Context: an optimization exercise on an open-source flow, tuned for small area. The choices shown serve that exercise and are no tape-out recipe. The RTL was checked by simulation tests, not by an equivalence proof against the original design.

==> job 4150 <==
Design cordic_native, start of the top module:
module cordic_native(
    input wire I_rst_n,                 
    input wire I_clk,
    input wire [13:0] I_init_phase,
    input wire I_change_phase,
    input wire [13:0] I_inc_phase,
    output wire [13:0] O_cos,
    output wire [13:0] O_sin
    );
    reg [13:0] R_current_phase;
    reg R_phase_dir;                    
    wire [13:0] S_step;
    add_bk u_step (.a(R_current_phase), .b(I_inc_phase ^ {14{R_phase_dir}}), .ci(R_phase_dir), .s(S_step));
    wire S_reach_top = ~R_current_phase[13] & (|S_step[13:11]);       
    wire S_reach_bottom = R_current_phase[13] & ~(&S_step[13:11]);     
    wire S_turn = R_phase_dir ? S_reach_bottom : S_reach_top;
    always @(posedge I_clk) begin
        if (I_rst_n == 1'b0) R_phase_dir <= 1'b0;
        else R_phase_dir <= R_phase_dir ^ S_turn;
    end
    always @(posedge I_clk) begin
        if (I_rst_n == 1'b0 || I_change_phase) R_current_phase <= I_init_phase;
        else if (~R_phase_dir & S_reach_top) R_current_phase <= 14'd4094 - S_step;
        else R_current_phase <= S_step;    
    end
    reg [13:0] R_dir_delay;
    always @(posedge I_clk) R_dir_delay <= {R_dir_delay[13-1:0], R_phase_dir};
    cordic_sin cordic_sin_inst(.I_clk(I_clk), .I_phase(R_current_phase), .I_neg(R_dir_delay[13]),
                               .O_cos(O_cos), .O_sin(O_sin));
endmodule
==> flow/config.mk <==
export PLATFORM = sky130hd
export DESIGN_NAME = cordic_native
export DESIGN_NICKNAME = cordic_native
export VERILOG_FILES = /design/flow/design.v
export SDC_FILE = /design/flow/constraint.sdc
export NUM_CORES = 4
export LEC_CHECK = 0
export ABC_AREA = 1
export CAP_MARGIN = 20
export CORE_MARGIN = 2
export CORE_UTILIZATION = 60
export CTS_BUF_LIST = sky130_fd_sc_hd__clkbuf_16
export CTS_CLUSTER_DIAMETER = 100
export CTS_CLUSTER_SIZE = 30
export SLEW_MARGIN = 20
==> flow/constraint.sdc <==
create_clock -name core_clock -period 5.0 [get_ports {I_clk}]
set_input_delay 1.0000 -clock core_clock [delete_from_list [all_inputs] [get_ports {I_clk}]]
set_output_delay 1.0000 -clock core_clock [all_outputs]
set_load 0.01 [all_outputs]
standard.sh (not shown) runs the stock make flow with config.mk's settings and CLKGATE_MAP_FILE= SYNTH_SCRIPT=/design/flow/synth_recipe.tcl, a recipe that flattens the netlist after the stock synthesis.
==> flow/flow/run.sh <==
#!/bin/bash
# Layout flow: the standard flow (standard.sh), with the port buffers
# made from buf_1 instead of the delay-cell buffers buffer_ports picks.
set -e
export BUFFER_PORTS_ARGS="-buffer_cell sky130_fd_sc_hd__buf_1"
bash standard.sh > standard.log 2>&1
==> inputs of job 2562, as changes to job 4150 <==
--- a/flow/design.v
+++ b/flow/design.v
@@ -6,48 +6,43 @@
     output reg [13:0] O_sin
     );
     wire S_hi = ~I_phase[13] & (I_phase > 14'd2272);
     wire S_lo =  I_phase[13] & (I_phase < 14'h3720);
     wire [12:0] S_r0 = S_hi ? 13'd2272 : (S_lo ? 13'h171f : I_phase[12:0]);
-    wire [12:0] S_rn1;
-    add_rca #(13) u_rn1 (.a(S_r0), .b(~S_r0[12] ? 13'd7168 : 13'd1024), .ci(1'b0), .s(S_rn1));
+    wire [12:0] S_rn1 = ~S_r0[12] ? S_r0 - 13'd1024 : S_r0 + 13'd1024;
     reg [11:0] R_r1;
     always @(posedge I_clk) R_r1 <= S_rn1[11:0];
     reg R_d1_1;
     always @(posedge I_clk) R_d1_1 <= (~S_r0[12]);
-    wire [11:0] S_rn2;
-    add_rca #(12) u_rn2 (.a(R_r1), .b(~R_r1[11] ? 12'd3491 : 12'd605), .ci(1'b0), .s(S_rn2));
+    wire [11:0] S_rn2 = ~R_r1[11] ? R_r1 - 12'd605 : R_r1 + 12'd605;
     reg [10:0] R_r2;
     always @(posedge I_clk) R_r2 <= S_rn2[10:0];
     reg R_d1_2;
     always @(posedge I_clk) R_d1_2 <= R_d1_1;
     reg R_d2_2;
     always @(posedge I_clk) R_d2_2 <= (~R_r1[11]);
-    wire [10:0] S_rn3;
-    add_rca #(11) u_rn3 (.a(R_r2), .b(~R_r2[10] ? 11'd1729 : 11'd319), .ci(1'b0), .s(S_rn3));
+    wire [10:0] S_rn3 = ~R_r2[10] ? R_r2 - 11'd319 : R_r2 + 11'd319;
     reg [9:0] R_r3;
     always @(posedge I_clk) R_r3 <= S_rn3[9:0];
     reg R_d1_3;
     always @(posedge I_clk) R_d1_3 <= R_d1_2;
     reg R_d2_3;
     always @(posedge I_clk) R_d2_3 <= R_d2_2;
     reg R_d3_3;
     always @(posedge I_clk) R_d3_3 <= (~R_r2[10]);
-    wire [9:0] S_rn4;
-    add_rca #(10) u_rn4 (.a(R_r3), .b(~R_r3[9] ? 10'd862 : 10'd162), .ci(1'b0), .s(S_rn4));
+    wire [9:0] S_rn4 = ~R_r3[9] ? R_r3 - 10'd162 : R_r3 + 10'd162;
     reg [8:0] R_r4;
     always @(posedge I_clk) R_r4 <= S_rn4[8:0];
     reg R_d1_4;
     always @(posedge I_clk) R_d1_4 <= R_d1_3;
     reg R_d2_4;
     always @(posedge I_clk) R_d2_4 <= R_d2_3;
     reg R_d3_4;
     always @(posedge I_clk) R_d3_4 <= R_d3_3;
     reg R_d4_4;
     always @(posedge I_clk) R_d4_4 <= (~R_r3[9]);
-    wire [8:0] S_rn5;
-    add_rca #(9) u_rn5 (.a(R_r4), .b(~R_r4[8] ? 9'd431 : 9'd81), .ci(1'b0), .s(S_rn5));
+    wire [8:0] S_rn5 = ~R_r4[8] ? R_r4 - 9'd81 : R_r4 + 9'd81;
     reg [7:0] R_r5;
     always @(posedge I_clk) R_r5 <= S_rn5[7:0];
     reg R_d1_5;
     always @(posedge I_clk) R_d1_5 <= R_d1_4;
     reg R_d2_5;
@@ -56,12 +51,11 @@
     always @(posedge I_clk) R_d3_5 <= R_d3_4;
     reg R_d4_5;
     always @(posedge I_clk) R_d4_5 <= R_d4_4;
     reg R_d5_5;
     always @(posedge I_clk) R_d5_5 <= (~R_r4[8]);
-    wire [7:0] S_rn6;
-    add_rca #(8) u_rn6 (.a(R_r5), .b(~R_r5[7] ? 8'd215 : 8'd41), .ci(1'b0), .s(S_rn6));
+    wire [7:0] S_rn6 = ~R_r5[7] ? R_r5 - 8'd41 : R_r5 + 8'd41;
     reg [6:0] R_r6;
     always @(posedge I_clk) R_r6 <= S_rn6[6:0];
     reg R_d1_6;
     always @(posedge I_clk) R_d1_6 <= R_d1_5;
     reg R_d2_6;
@@ -72,12 +66,11 @@
     always @(posedge I_clk) R_d4_6 <= R_d4_5;
     reg R_d5_6;
     always @(posedge I_clk) R_d5_6 <= R_d5_5;
     reg R_d6_6;
     always @(posedge I_clk) R_d6_6 <= (~R_r5[7]);
-    wire [6:0] S_rn7;
-    add_rca #(7) u_rn7 (.a(R_r6), .b(~R_r6[6] ? 7'd108 : 7'd20), .ci(1'b0), .s(S_rn7));
+    wire [6:0] S_rn7 = ~R_r6[6] ? R_r6 - 7'd20 : R_r6 + 7'd20;
     reg [5:0] R_r7;
     always @(posedge I_clk) R_r7 <= S_rn7[5:0];
     reg R_d1_7;
     always @(posedge I_clk) R_d1_7 <= R_d1_6;
     reg R_d2_7;
@@ -90,12 +83,11 @@
     always @(posedge I_clk) R_d5_7 <= R_d5_6;
     reg R_d6_7;
     always @(posedge I_clk) R_d6_7 <= R_d6_6;
     reg R_d7_7;
     always @(posedge I_clk) R_d7_7 <= (~R_r6[6]);
-    wire [5:0] S_rn8;
-    add_rca #(6) u_rn8 (.a(R_r7), .b(~R_r7[5] ? 6'd54 : 6'd10), .ci(1'b0), .s(S_rn8));
+    wire [5:0] S_rn8 = ~R_r7[5] ? R_r7 - 6'd10 : R_r7 + 6'd10;
     reg [4:0] R_r8;
     always @(posedge I_clk) R_r8 <= S_rn8[4:0];
     reg R_d1_8;
     always @(posedge I_clk) R_d1_8 <= R_d1_7;
     reg R_d2_8;
@@ -110,12 +102,11 @@
     always @(posedge I_clk) R_d6_8 <= R_d6_7;
     reg R_d7_8;
     always @(posedge I_clk) R_d7_8 <= R_d7_7;
     reg R_d8_8;
     always @(posedge I_clk) R_d8_8 <= (~R_r7[5]);
-    wire [4:0] S_rn9;
-    add_rca #(5) u_rn9 (.a(R_r8), .b(~R_r8[4] ? 5'd27 : 5'd5), .ci(1'b0), .s(S_rn9));
+    wire [4:0] S_rn9 = ~R_r8[4] ? R_r8 - 5'd5 : R_r8 + 5'd5;
     reg [3:0] R_r9;
     always @(posedge I_clk) R_r9 <= S_rn9[3:0];
     reg R_d1_9;
     always @(posedge I_clk) R_d1_9 <= R_d1_8;
     reg R_d2_9;
@@ -132,12 +123,11 @@
     always @(posedge I_clk) R_d7_9 <= R_d7_8;
     reg R_d8_9;
     always @(posedge I_clk) R_d8_9 <= R_d8_8;
     reg R_d9_9;
     always @(posedge I_clk) R_d9_9 <= (~R_r8[4]);
-    wire [3:0] S_rn10;
-    add_rca #(4) u_rn10 (.a(R_r9), .b(~R_r9[3] ? 4'd13 : 4'd3), .ci(1'b0), .s(S_rn10));
+    wire [3:0] S_rn10 = ~R_r9[3] ? R_r9 - 4'd3 : R_r9 + 4'd3;
     reg [2:0] R_r10;
     always @(posedge I_clk) R_r10 <= S_rn10[2:0];
     reg R_d1_10;
     always @(posedge I_clk) R_d1_10 <= R_d1_9;
     reg R_d2_10;
@@ -156,12 +146,11 @@
     always @(posedge I_clk) R_d8_10 <= R_d8_9;
     reg R_d9_10;
     always @(posedge I_clk) R_d9_10 <= R_d9_9;
     reg R_d10_10;
     always @(posedge I_clk) R_d10_10 <= (~R_r9[3]);
-    wire [2:0] S_rn11;
-    add_rca #(3) u_rn11 (.a(R_r10), .b(~R_r10[2] ? 3'd7 : 3'd1), .ci(1'b0), .s(S_rn11));
+    wire [2:0] S_rn11 = ~R_r10[2] ? R_r10 - 3'd1 : R_r10 + 3'd1;
     reg [1:0] R_r11;
     always @(posedge I_clk) R_r11 <= S_rn11[1:0];
     reg R_d1_11;
     always @(posedge I_clk) R_d1_11 <= R_d1_10;
     reg R_d2_11;
@@ -182,12 +171,11 @@
     always @(posedge I_clk) R_d9_11 <= R_d9_10;
     reg R_d10_11;
     always @(posedge I_clk) R_d10_11 <= R_d10_10;
     reg R_d11_11;
     always @(posedge I_clk) R_d11_11 <= (~R_r10[2]);
-    wire [1:0] S_rn12;
-    add_rca #(2) u_rn12 (.a(R_r11), .b(~R_r11[1] ? 2'd3 : 2'd1), .ci(1'b0), .s(S_rn12));
+    wire [1:0] S_rn12 = ~R_r11[1] ? R_r11 - 2'd1 : R_r11 + 2'd1;
     reg [0:0] R_r12;
     always @(posedge I_clk) R_r12 <= S_rn12[0:0];
     reg [13:0] S_lx, S_ly;
     always @(*) begin
         case ({R_d1_11,R_d2_11,R_d3_11,R_d4_11,R_d5_11,R_d6_11,R_d7_11})
@@ -425,15 +413,10 @@
     assign s[10] = p[10] ^ gg14;
     assign s[11] = p[11] ^ gg20;
     assign s[12] = p[12] ^ gg12;
     assign s[13] = p[13] ^ gg21;
 endmodule
-module add_rca #(parameter W = 14) (input wire [W-1:0] a, input wire [W-1:0] b, input wire ci, output wire [W-1:0] s);
-    wire [W:0] c; assign c[0] = ci; genvar i;
-    generate for (i = 0; i < W; i = i + 1) begin : g
-        assign s[i] = a[i] ^ b[i] ^ c[i]; assign c[i+1] = (a[i] & b[i]) | (a[i] & c[i]) | (b[i] & c[i]);
-    end endgenerate endmodule
 module add_sk #(parameter W = 14) (input wire [W-1:0] a, input wire [W-1:0] b, input wire ci, output wire [W-1:0] s);
     wire [W-1:0] p = a ^ b; wire [W-1:0] g = a & b;
     wire G_0 = g[0] | (p[0] & ci);
     wire gg1 = g[1] | (p[1] & G_0);
     wire pp1 = p[1] & p[0];
@@ -523,10 +506,14 @@
     always @(posedge I_clk) begin
         if (I_rst_n == 1'b0 || I_change_phase) R_current_phase <= I_init_phase;
         else if (~R_phase_dir & S_reach_top) R_current_phase <= 14'd4094 - S_step;
         else R_current_phase <= S_step;    
     end
-    reg [13:0] R_dir_delay;
-    always @(posedge I_clk) R_dir_delay <= {R_dir_delay[13-1:0], R_phase_dir};
-    cordic_sin cordic_sin_inst(.I_clk(I_clk), .I_phase(R_current_phase), .I_neg(R_dir_delay[13]),
+    reg [12:0] R_dir_delay;
+    reg R_cos_dir;
+    always @(posedge I_clk) begin
+        R_dir_delay <= {R_dir_delay[11:0], R_phase_dir};
+        R_cos_dir <= R_dir_delay[12];
+    end
+    cordic_sin cordic_sin_inst(.I_clk(I_clk), .I_phase(R_current_phase), .I_neg(R_cos_dir),
                                .O_cos(O_cos), .O_sin(O_sin));
 endmodule
GPL_TIMING_DRIVEN = 0   (was not set)
SETUP_SLACK_MARGIN = 0.05   (was not set)
==> inputs of job 5776, as changes to job 4150 <==
--- a/flow/design.v
+++ b/flow/design.v
@@ -6,48 +6,43 @@
     output reg [13:0] O_sin
     );
     wire S_hi = ~I_phase[13] & (I_phase > 14'd2272);
     wire S_lo =  I_phase[13] & (I_phase < 14'h3720);
     wire [12:0] S_r0 = S_hi ? 13'd2272 : (S_lo ? 13'h171f : I_phase[12:0]);
-    wire [12:0] S_rn1;
-    add_rca #(13) u_rn1 (.a(S_r0), .b(~S_r0[12] ? 13'd7168 : 13'd1024), .ci(1'b0), .s(S_rn1));
+    wire [12:0] S_rn1 = ~S_r0[12] ? S_r0 - 13'd1024 : S_r0 + 13'd1024;
     reg [11:0] R_r1;
     always @(posedge I_clk) R_r1 <= S_rn1[11:0];
     reg R_d1_1;
     always @(posedge I_clk) R_d1_1 <= (~S_r0[12]);
-    wire [11:0] S_rn2;
-    add_rca #(12) u_rn2 (.a(R_r1), .b(~R_r1[11] ? 12'd3491 : 12'd605), .ci(1'b0), .s(S_rn2));
+    wire [11:0] S_rn2 = ~R_r1[11] ? R_r1 - 12'd605 : R_r1 + 12'd605;
     reg [10:0] R_r2;
     always @(posedge I_clk) R_r2 <= S_rn2[10:0];
     reg R_d1_2;
     always @(posedge I_clk) R_d1_2 <= R_d1_1;
     reg R_d2_2;
     always @(posedge I_clk) R_d2_2 <= (~R_r1[11]);
-    wire [10:0] S_rn3;
-    add_rca #(11) u_rn3 (.a(R_r2), .b(~R_r2[10] ? 11'd1729 : 11'd319), .ci(1'b0), .s(S_rn3));
+    wire [10:0] S_rn3 = ~R_r2[10] ? R_r2 - 11'd319 : R_r2 + 11'd319;
     reg [9:0] R_r3;
     always @(posedge I_clk) R_r3 <= S_rn3[9:0];
     reg R_d1_3;
     always @(posedge I_clk) R_d1_3 <= R_d1_2;
     reg R_d2_3;
     always @(posedge I_clk) R_d2_3 <= R_d2_2;
     reg R_d3_3;
     always @(posedge I_clk) R_d3_3 <= (~R_r2[10]);
-    wire [9:0] S_rn4;
-    add_rca #(10) u_rn4 (.a(R_r3), .b(~R_r3[9] ? 10'd862 : 10'd162), .ci(1'b0), .s(S_rn4));
+    wire [9:0] S_rn4 = ~R_r3[9] ? R_r3 - 10'd162 : R_r3 + 10'd162;
     reg [8:0] R_r4;
     always @(posedge I_clk) R_r4 <= S_rn4[8:0];
     reg R_d1_4;
     always @(posedge I_clk) R_d1_4 <= R_d1_3;
     reg R_d2_4;
     always @(posedge I_clk) R_d2_4 <= R_d2_3;
     reg R_d3_4;
     always @(posedge I_clk) R_d3_4 <= R_d3_3;
     reg R_d4_4;
     always @(posedge I_clk) R_d4_4 <= (~R_r3[9]);
-    wire [8:0] S_rn5;
-    add_rca #(9) u_rn5 (.a(R_r4), .b(~R_r4[8] ? 9'd431 : 9'd81), .ci(1'b0), .s(S_rn5));
+    wire [8:0] S_rn5 = ~R_r4[8] ? R_r4 - 9'd81 : R_r4 + 9'd81;
     reg [7:0] R_r5;
     always @(posedge I_clk) R_r5 <= S_rn5[7:0];
     reg R_d1_5;
     always @(posedge I_clk) R_d1_5 <= R_d1_4;
     reg R_d2_5;
@@ -56,12 +51,11 @@
     always @(posedge I_clk) R_d3_5 <= R_d3_4;
     reg R_d4_5;
     always @(posedge I_clk) R_d4_5 <= R_d4_4;
     reg R_d5_5;
     always @(posedge I_clk) R_d5_5 <= (~R_r4[8]);
-    wire [7:0] S_rn6;
-    add_rca #(8) u_rn6 (.a(R_r5), .b(~R_r5[7] ? 8'd215 : 8'd41), .ci(1'b0), .s(S_rn6));
+    wire [7:0] S_rn6 = ~R_r5[7] ? R_r5 - 8'd41 : R_r5 + 8'd41;
     reg [6:0] R_r6;
     always @(posedge I_clk) R_r6 <= S_rn6[6:0];
     reg R_d1_6;
     always @(posedge I_clk) R_d1_6 <= R_d1_5;
     reg R_d2_6;
@@ -72,12 +66,11 @@
     always @(posedge I_clk) R_d4_6 <= R_d4_5;
     reg R_d5_6;
     always @(posedge I_clk) R_d5_6 <= R_d5_5;
     reg R_d6_6;
     always @(posedge I_clk) R_d6_6 <= (~R_r5[7]);
-    wire [6:0] S_rn7;
-    add_rca #(7) u_rn7 (.a(R_r6), .b(~R_r6[6] ? 7'd108 : 7'd20), .ci(1'b0), .s(S_rn7));
+    wire [6:0] S_rn7 = ~R_r6[6] ? R_r6 - 7'd20 : R_r6 + 7'd20;
     reg [5:0] R_r7;
     always @(posedge I_clk) R_r7 <= S_rn7[5:0];
     reg R_d1_7;
     always @(posedge I_clk) R_d1_7 <= R_d1_6;
     reg R_d2_7;
@@ -90,12 +83,11 @@
     always @(posedge I_clk) R_d5_7 <= R_d5_6;
     reg R_d6_7;
     always @(posedge I_clk) R_d6_7 <= R_d6_6;
     reg R_d7_7;
     always @(posedge I_clk) R_d7_7 <= (~R_r6[6]);
-    wire [5:0] S_rn8;
-    add_rca #(6) u_rn8 (.a(R_r7), .b(~R_r7[5] ? 6'd54 : 6'd10), .ci(1'b0), .s(S_rn8));
+    wire [5:0] S_rn8 = ~R_r7[5] ? R_r7 - 6'd10 : R_r7 + 6'd10;
     reg [4:0] R_r8;
     always @(posedge I_clk) R_r8 <= S_rn8[4:0];
     reg R_d1_8;
     always @(posedge I_clk) R_d1_8 <= R_d1_7;
     reg R_d2_8;
@@ -110,12 +102,11 @@
     always @(posedge I_clk) R_d6_8 <= R_d6_7;
     reg R_d7_8;
     always @(posedge I_clk) R_d7_8 <= R_d7_7;
     reg R_d8_8;
     always @(posedge I_clk) R_d8_8 <= (~R_r7[5]);
-    wire [4:0] S_rn9;
-    add_rca #(5) u_rn9 (.a(R_r8), .b(~R_r8[4] ? 5'd27 : 5'd5), .ci(1'b0), .s(S_rn9));
+    wire [4:0] S_rn9 = ~R_r8[4] ? R_r8 - 5'd5 : R_r8 + 5'd5;
     reg [3:0] R_r9;
     always @(posedge I_clk) R_r9 <= S_rn9[3:0];
     reg R_d1_9;
     always @(posedge I_clk) R_d1_9 <= R_d1_8;
     reg R_d2_9;
@@ -132,12 +123,11 @@
     always @(posedge I_clk) R_d7_9 <= R_d7_8;
     reg R_d8_9;
     always @(posedge I_clk) R_d8_9 <= R_d8_8;
     reg R_d9_9;
     always @(posedge I_clk) R_d9_9 <= (~R_r8[4]);
-    wire [3:0] S_rn10;
-    add_rca #(4) u_rn10 (.a(R_r9), .b(~R_r9[3] ? 4'd13 : 4'd3), .ci(1'b0), .s(S_rn10));
+    wire [3:0] S_rn10 = ~R_r9[3] ? R_r9 - 4'd3 : R_r9 + 4'd3;
     reg [2:0] R_r10;
     always @(posedge I_clk) R_r10 <= S_rn10[2:0];
     reg R_d1_10;
     always @(posedge I_clk) R_d1_10 <= R_d1_9;
     reg R_d2_10;
@@ -156,12 +146,11 @@
     always @(posedge I_clk) R_d8_10 <= R_d8_9;
     reg R_d9_10;
     always @(posedge I_clk) R_d9_10 <= R_d9_9;
     reg R_d10_10;
     always @(posedge I_clk) R_d10_10 <= (~R_r9[3]);
-    wire [2:0] S_rn11;
-    add_rca #(3) u_rn11 (.a(R_r10), .b(~R_r10[2] ? 3'd7 : 3'd1), .ci(1'b0), .s(S_rn11));
+    wire [2:0] S_rn11 = ~R_r10[2] ? R_r10 - 3'd1 : R_r10 + 3'd1;
     reg [1:0] R_r11;
     always @(posedge I_clk) R_r11 <= S_rn11[1:0];
     reg R_d1_11;
     always @(posedge I_clk) R_d1_11 <= R_d1_10;
     reg R_d2_11;
@@ -182,12 +171,11 @@
     always @(posedge I_clk) R_d9_11 <= R_d9_10;
     reg R_d10_11;
     always @(posedge I_clk) R_d10_11 <= R_d10_10;
     reg R_d11_11;
     always @(posedge I_clk) R_d11_11 <= (~R_r10[2]);
-    wire [1:0] S_rn12;
-    add_rca #(2) u_rn12 (.a(R_r11), .b(~R_r11[1] ? 2'd3 : 2'd1), .ci(1'b0), .s(S_rn12));
+    wire [1:0] S_rn12 = ~R_r11[1] ? R_r11 - 2'd1 : R_r11 + 2'd1;
     reg [0:0] R_r12;
     always @(posedge I_clk) R_r12 <= S_rn12[0:0];
     reg [13:0] S_lx, S_ly;
     always @(*) begin
         case ({R_d1_11,R_d2_11,R_d3_11,R_d4_11,R_d5_11,R_d6_11,R_d7_11})
@@ -425,15 +413,10 @@
     assign s[10] = p[10] ^ gg14;
     assign s[11] = p[11] ^ gg20;
     assign s[12] = p[12] ^ gg12;
     assign s[13] = p[13] ^ gg21;
 endmodule
-module add_rca #(parameter W = 14) (input wire [W-1:0] a, input wire [W-1:0] b, input wire ci, output wire [W-1:0] s);
-    wire [W:0] c; assign c[0] = ci; genvar i;
-    generate for (i = 0; i < W; i = i + 1) begin : g
-        assign s[i] = a[i] ^ b[i] ^ c[i]; assign c[i+1] = (a[i] & b[i]) | (a[i] & c[i]) | (b[i] & c[i]);
-    end endgenerate endmodule
 module add_sk #(parameter W = 14) (input wire [W-1:0] a, input wire [W-1:0] b, input wire ci, output wire [W-1:0] s);
     wire [W-1:0] p = a ^ b; wire [W-1:0] g = a & b;
     wire G_0 = g[0] | (p[0] & ci);
     wire gg1 = g[1] | (p[1] & G_0);
     wire pp1 = p[1] & p[0];
@@ -523,10 +506,14 @@
     always @(posedge I_clk) begin
         if (I_rst_n == 1'b0 || I_change_phase) R_current_phase <= I_init_phase;
         else if (~R_phase_dir & S_reach_top) R_current_phase <= 14'd4094 - S_step;
         else R_current_phase <= S_step;    
     end
-    reg [13:0] R_dir_delay;
-    always @(posedge I_clk) R_dir_delay <= {R_dir_delay[13-1:0], R_phase_dir};
-    cordic_sin cordic_sin_inst(.I_clk(I_clk), .I_phase(R_current_phase), .I_neg(R_dir_delay[13]),
+    reg [12:0] R_dir_delay;
+    reg R_cos_dir;
+    always @(posedge I_clk) begin
+        R_dir_delay <= {R_dir_delay[11:0], R_phase_dir};
+        R_cos_dir <= R_dir_delay[12];
+    end
+    cordic_sin cordic_sin_inst(.I_clk(I_clk), .I_phase(R_current_phase), .I_neg(R_cos_dir),
                                .O_cos(O_cos), .O_sin(O_sin));
 endmodule
==> flow/run.sh (new file) <==
#!/bin/bash
# synth_recipe.tcl (not shown) runs the flow's synth.tcl, then flattens the netlist and writes it again
# the make line also repeats each setting of config.mk as NAME=value (left out here)
make -C /OpenROAD-flow-scripts/flow DESIGN_CONFIG=/design/flow/config.mk WORK_HOME=/design/flow/orfs CLKGATE_MAP_FILE= SYNTH_SCRIPT=/design/flow/synth_recipe.tcl finish
SETUP_SLACK_MARGIN = 0.15   (was not set)
removed: flow/flow/run.sh
removed: flow/standard.sh
==> inputs of job 7833, as changes to job 4150 <==
SETUP_SLACK_MARGIN = 0.15   (was not set)
==> metrics.md <==
| Metric | Value |
|---|---|
| Via count | 16940 |
| Setup ws final | -0.1371 ns |
| DP Cell Count | 2648 |
| Mux contribution to synthesized area | 0.2372% |
| Core ar. | 29560 µm² |
| Fill cells | 2178 |
| Slowest-stage cell, CP | fa_2 |
| SO Viols | negative setup slack |
| # Post-CTS Setup Buffers | 9 |
| Setup violations, final | 5 |
| Synth Area in Compound Gates | 13.77% |
| Clock buf count | 14 |
| Status | finished with violations |
the above is filed under job 2562

==> metrics.md <==
| Metric | Value |
|---|---|
| Post-Syn Nets | 2504 |
| Clock buf count | 13 |
| Slowest-stage cell, CP | dfxtp_1 |
| Slew @ Worst Pin | 0.7830 ns |
| Core ar. | 29720 µm² |
| # Post-CTS Setup Buffers | 0 |
| Setup violations, final | 0 |
| Setup ws final | 0.4546 ns |
| Mux contribution to synthesized area | 0.1173% |
| Status | complete, no violations |
| ANT nets after route | 0 |
| Via count | 15120 |
| Worst Setup EP | cordic_sin_inst.R_r2[10]$_DFF_P_ |
| DP Cell Count | 2630 |
| Mapped cell area | 18130 µm² |
| Area growth from synthesis to layout | 5.204% |
the above is filed under job 7833

==> metrics.md <==
| Metric | Value |
|---|---|
| Status | complete, no violations |
| Via count | 15250 |
| Antenna Diode Count | 0 |
| Async SR Flop Fraction | 0% |
| DP Cell Count | 2648 |
| Setup violations, final | 0 |
| Most frequent cell after synthesis | nand2_1 |
| Crit Path Class | reg2reg |
| Core ar. | 29560 µm² |
| Mux contribution to synthesized area | 0.2372% |
| Synth Area in Compound Gates | 13.77% |
| Slowest-stage cell, CP | fa_1 |
| # Post-CTS Setup Buffers | 0 |
| # IOs | 59 |
| Clock buf count | 14 |
the above is filed under job 5776

==> metrics.md <==
| Metric | Value |
|---|---|
| Status | complete, no violations |
| # Taps | 390 |
| # Post-CTS Setup Buffers | 0 |
| Die area | 31620 µm² |
| Via count | 15150 |
| DP Cell Count | 2630 |
| Mux contribution to synthesized area | 0.1173% |
| Setup ws final | 0.4161 ns |
| Core ar. | 29720 µm² |
| Seq Cell Count | 283 |
| Clock buf count | 13 |
| H-tree depth | 1 |
| Slowest-stage cell, CP | dfxtp_1 |
| Synth Area in Compound Gates | 12.00% |
| Total CTS buffers | 13 |
| Overall track demand over capacity in global routing | 30.77% |
the above is filed under job 4150

[static timing again, ports no longer ideal]
The results above use ideal ports. As a check the final layouts listed here were re-extracted and re-timed, cells and wires unchanged.
Step 1: set_driving_cell puts a clkbuf_16 on I_clk and a buf_2 on each other input, an assumption about the parent block.
Step 2 adds t to the input delays and takes it off the output delays; t is the mean of the earliest and latest rising clock arrival at the registers after step 1. Input paths then give back, and output paths get back, about the clock's delay inside the block.
Three values: ideal ports, drivers, drivers and shift; two values: the first two.
run	t (ns)	setup WS [ns]	worst data-port slew with drivers (ns)
job 4150	0.530	0.416 / 0.416 / 0.416	0.04
job 2562	0.561	-0.137 / -0.137 / -0.137	0.04
job 5776	0.550	0.270 / 0.270 / 0.183	0.04
job 7833	0.531	0.455 / 0.455 / 0.455	0.04
The setup slack of job 5776, which loses most, moves by 0.000 ns with the drivers and by -0.087 ns with both steps.
